This design comes from an exercise in tuning for small area on the open sky130 flow, not from production work. At most, simulation tests tie the RTL to the original design; equivalence was not proved.

## zed_debouncer
module zed_debouncer
    # (
        parameter SWITCH_COUNT              = 8,
        parameter BUTTON_COUNT              = 5,
        parameter DEBOUNCE_COUNTER_WIDTH    = 24
    )
    (
        input   logic i_clock,
        input   logic i_reset,
        input   logic [DEBOUNCE_COUNTER_WIDTH-1 : 0] i_switch_debounce_counter,
        input   logic [DEBOUNCE_COUNTER_WIDTH-1 : 0] i_button_debounce_counter,
        input   logic i_sw0,
        input   logic i_sw1,
        input   logic i_sw2,
        input   logic i_sw3,
        input   logic i_sw4,
        input   logic i_sw5,
        input   logic i_sw6,
        input   logic i_sw7,
        input   logic i_btnu,
        input   logic i_btnd,
        input   logic i_btnl,
        input   logic i_btnr,
        input   logic i_btnc,
        output  logic o_sw0,
        output  logic o_sw1,
        output  logic o_sw2,
        output  logic o_sw3,
        output  logic o_sw4,
        output  logic o_sw5,
        output  logic o_sw6,
        output  logic o_sw7,
        output  logic o_btnu,
        output  logic o_btnd,
        output  logic o_btnl,
        output  logic o_btnr,
        output  logic o_btnc
    );
==> module debounce_fsm, before the edit <==
module debounce_fsm
    # (
        parameter DEBOUNCE_COUNTER_WIDTH    = 24
    )
    (
        input   logic i_clock,
        input   logic i_reset,
        input   logic [DEBOUNCE_COUNTER_WIDTH-1 : 0] i_debounce_counter,
        input   logic i_bouncing_signal,
        output  logic o_debounced_signal
    );
    localparam W = DEBOUNCE_COUNTER_WIDTH;
    logic meta;
    logic stable;
    logic level;
    logic waiting;
    logic [W-1 : 0] count_n;
    logic [W : 0]   carry;
    logic [W-1 : 0] count_n_inc;
    localparam H = 4;
    always_comb begin
        carry[0] = 1'b1;
        for (int i = 0; i < W; i++) begin
            count_n_inc[i] = count_n[i] ^ carry[i];
            if (i == H - 1)
                carry[i+1] = &count_n[H-1 : 0];
            else
                carry[i+1] = count_n[i] & carry[i];
        end
    end
    always_ff @(posedge i_clock) begin
        meta    <= i_bouncing_signal;
        stable  <= meta | i_reset;
        level   <= stable & ~i_reset;
        count_n <= waiting ? count_n_inc : ~i_debounce_counter;
        if (i_reset) begin
            waiting            <= 1'b0;
            o_debounced_signal <= 1'b0;
        end else if (waiting) begin
            waiting            <= ~carry[W];
        end else begin
            waiting            <= stable ^ level;
            o_debounced_signal <= level;
        end
    end
endmodule
==> flow/config.mk <==
export PLATFORM = sky130hd
export DESIGN_NAME = zed_debouncer
export DESIGN_NICKNAME = zed_debouncer
export VERILOG_FILES = /design/flow/design.v
export SDC_FILE = /design/flow/constraint.sdc
export NUM_CORES = 4
export LEC_CHECK = 0
export CAP_MARGIN = 20
export CORE_MARGIN = 2
export CORE_UTILIZATION = 65
export PLACE_DENSITY = 0.75
export SLEW_MARGIN = 20
export SYNTH_HIERARCHICAL = 1
export BUFFER_PORTS_ARGS = -buffer_cell sky130_fd_sc_hd__buf_1
export CTS_ARGS = -sink_clustering_enable -repair_clock_nets -sink_clustering_size 30 -sink_clustering_max_diameter 80 -buf_list {sky130_fd_sc_hd__clkbuf_8 sky130_fd_sc_hd__clkbuf_16} -dont_use_dummy_load
==> flow/constraint.sdc <==
create_clock -name core_clock -period 5.0 [get_ports {i_clock}]
set_input_delay 1.0000 -clock core_clock [delete_from_list [all_inputs] [get_ports {i_clock}]]
set_output_delay 1.0000 -clock core_clock [all_outputs]
set_load 0.01 [all_outputs]
standard.sh (not shown) runs the stock make flow with config.mk's settings and CLKGATE_MAP_FILE= SYNTH_SCRIPT=/design/flow/synth_recipe.tcl, a recipe that flattens the netlist after the stock synthesis.
==> flow/flow/run.sh <==
#!/bin/bash
# Layout flow: the standard ORFS flow with smaller port buffers and a
# clock tree built without dummy loads. Each tool's output goes to its own
# log file in the work folder.
set -euo pipefail
cat >> config.mk <<'EOC'
export BUFFER_PORTS_ARGS = -buffer_cell sky130_fd_sc_hd__buf_1
export CTS_ARGS = -sink_clustering_enable -repair_clock_nets -sink_clustering_size 30 -sink_clustering_max_diameter 80 -buf_list {sky130_fd_sc_hd__clkbuf_8 sky130_fd_sc_hd__clkbuf_16} -dont_use_dummy_load
EOC
bash standard.sh synth > synth.log 2>&1
bash standard.sh floorplan > floorplan.log 2>&1
bash standard.sh place > place.log 2>&1
bash standard.sh cts > cts.log 2>&1
bash standard.sh route > route.log 2>&1
bash standard.sh finish > finish.log 2>&1
The starting point finished clean.
Change:
--- a/flow/design.v
+++ b/flow/design.v
@@ -16,9 +16,9 @@
     logic waiting;
     logic [W-1 : 0] count_n;
     logic [W : 0]   carry;
     logic [W-1 : 0] count_n_inc;
-    localparam H = 4;
+    localparam H = 8;
     always_comb begin
         carry[0] = 1'b1;
         for (int i = 0; i < W; i++) begin
             count_n_inc[i] = count_n[i] ^ carry[i];
The changed run produced a clean layout.
Design area climbs by 1.4%.
First-iteration DRC count drops by 18%.
Via count grows by 0.70%.
Worst setup slack is better by 0.86 ns.
Critical path depth is lower by 3.
Wire length is lower by 0.53%.
For the second run of this note, only the layout was checked, not whether the RTL still works.

re-timing with driven ports:
No port has a modelled driver above. Below, the same layouts with a new extraction and two added sets of constraints. Step 1 sets driving cells, clkbuf_16 on the clock port and buf_2 on the other inputs (assumed; they add their load-dependent delay and slew). Step 2 adds t to the input delays and takes it off the output delays; t is the mean of the earliest and latest rising clock arrival at the registers after step 1. Input paths then give back, and output paths get back, about the clock's delay inside the block. Slacks: ideal ports / drivers / drivers and shift; pairs: ideal ports / drivers.
| run | shift t [ns] | slack for setup (ns) | hold slack, ns | worst data-port slew with drivers (ns) |
|---|---|---|---|---|
| the first run | 0.544 | 0.204 / 0.203 / 0.203 | 0.414 / 0.414 / 0.414 | 0.06 |
| the second run | 0.548 | 1.059 / 1.059 / 1.059 | 0.414 / 0.414 / 0.414 | 0.06 |
After both steps setup and hold are still met in every run listed. The setup slack of the first run, which loses most, moves by -0.001 ns with the drivers and by -0.001 ns with both steps.
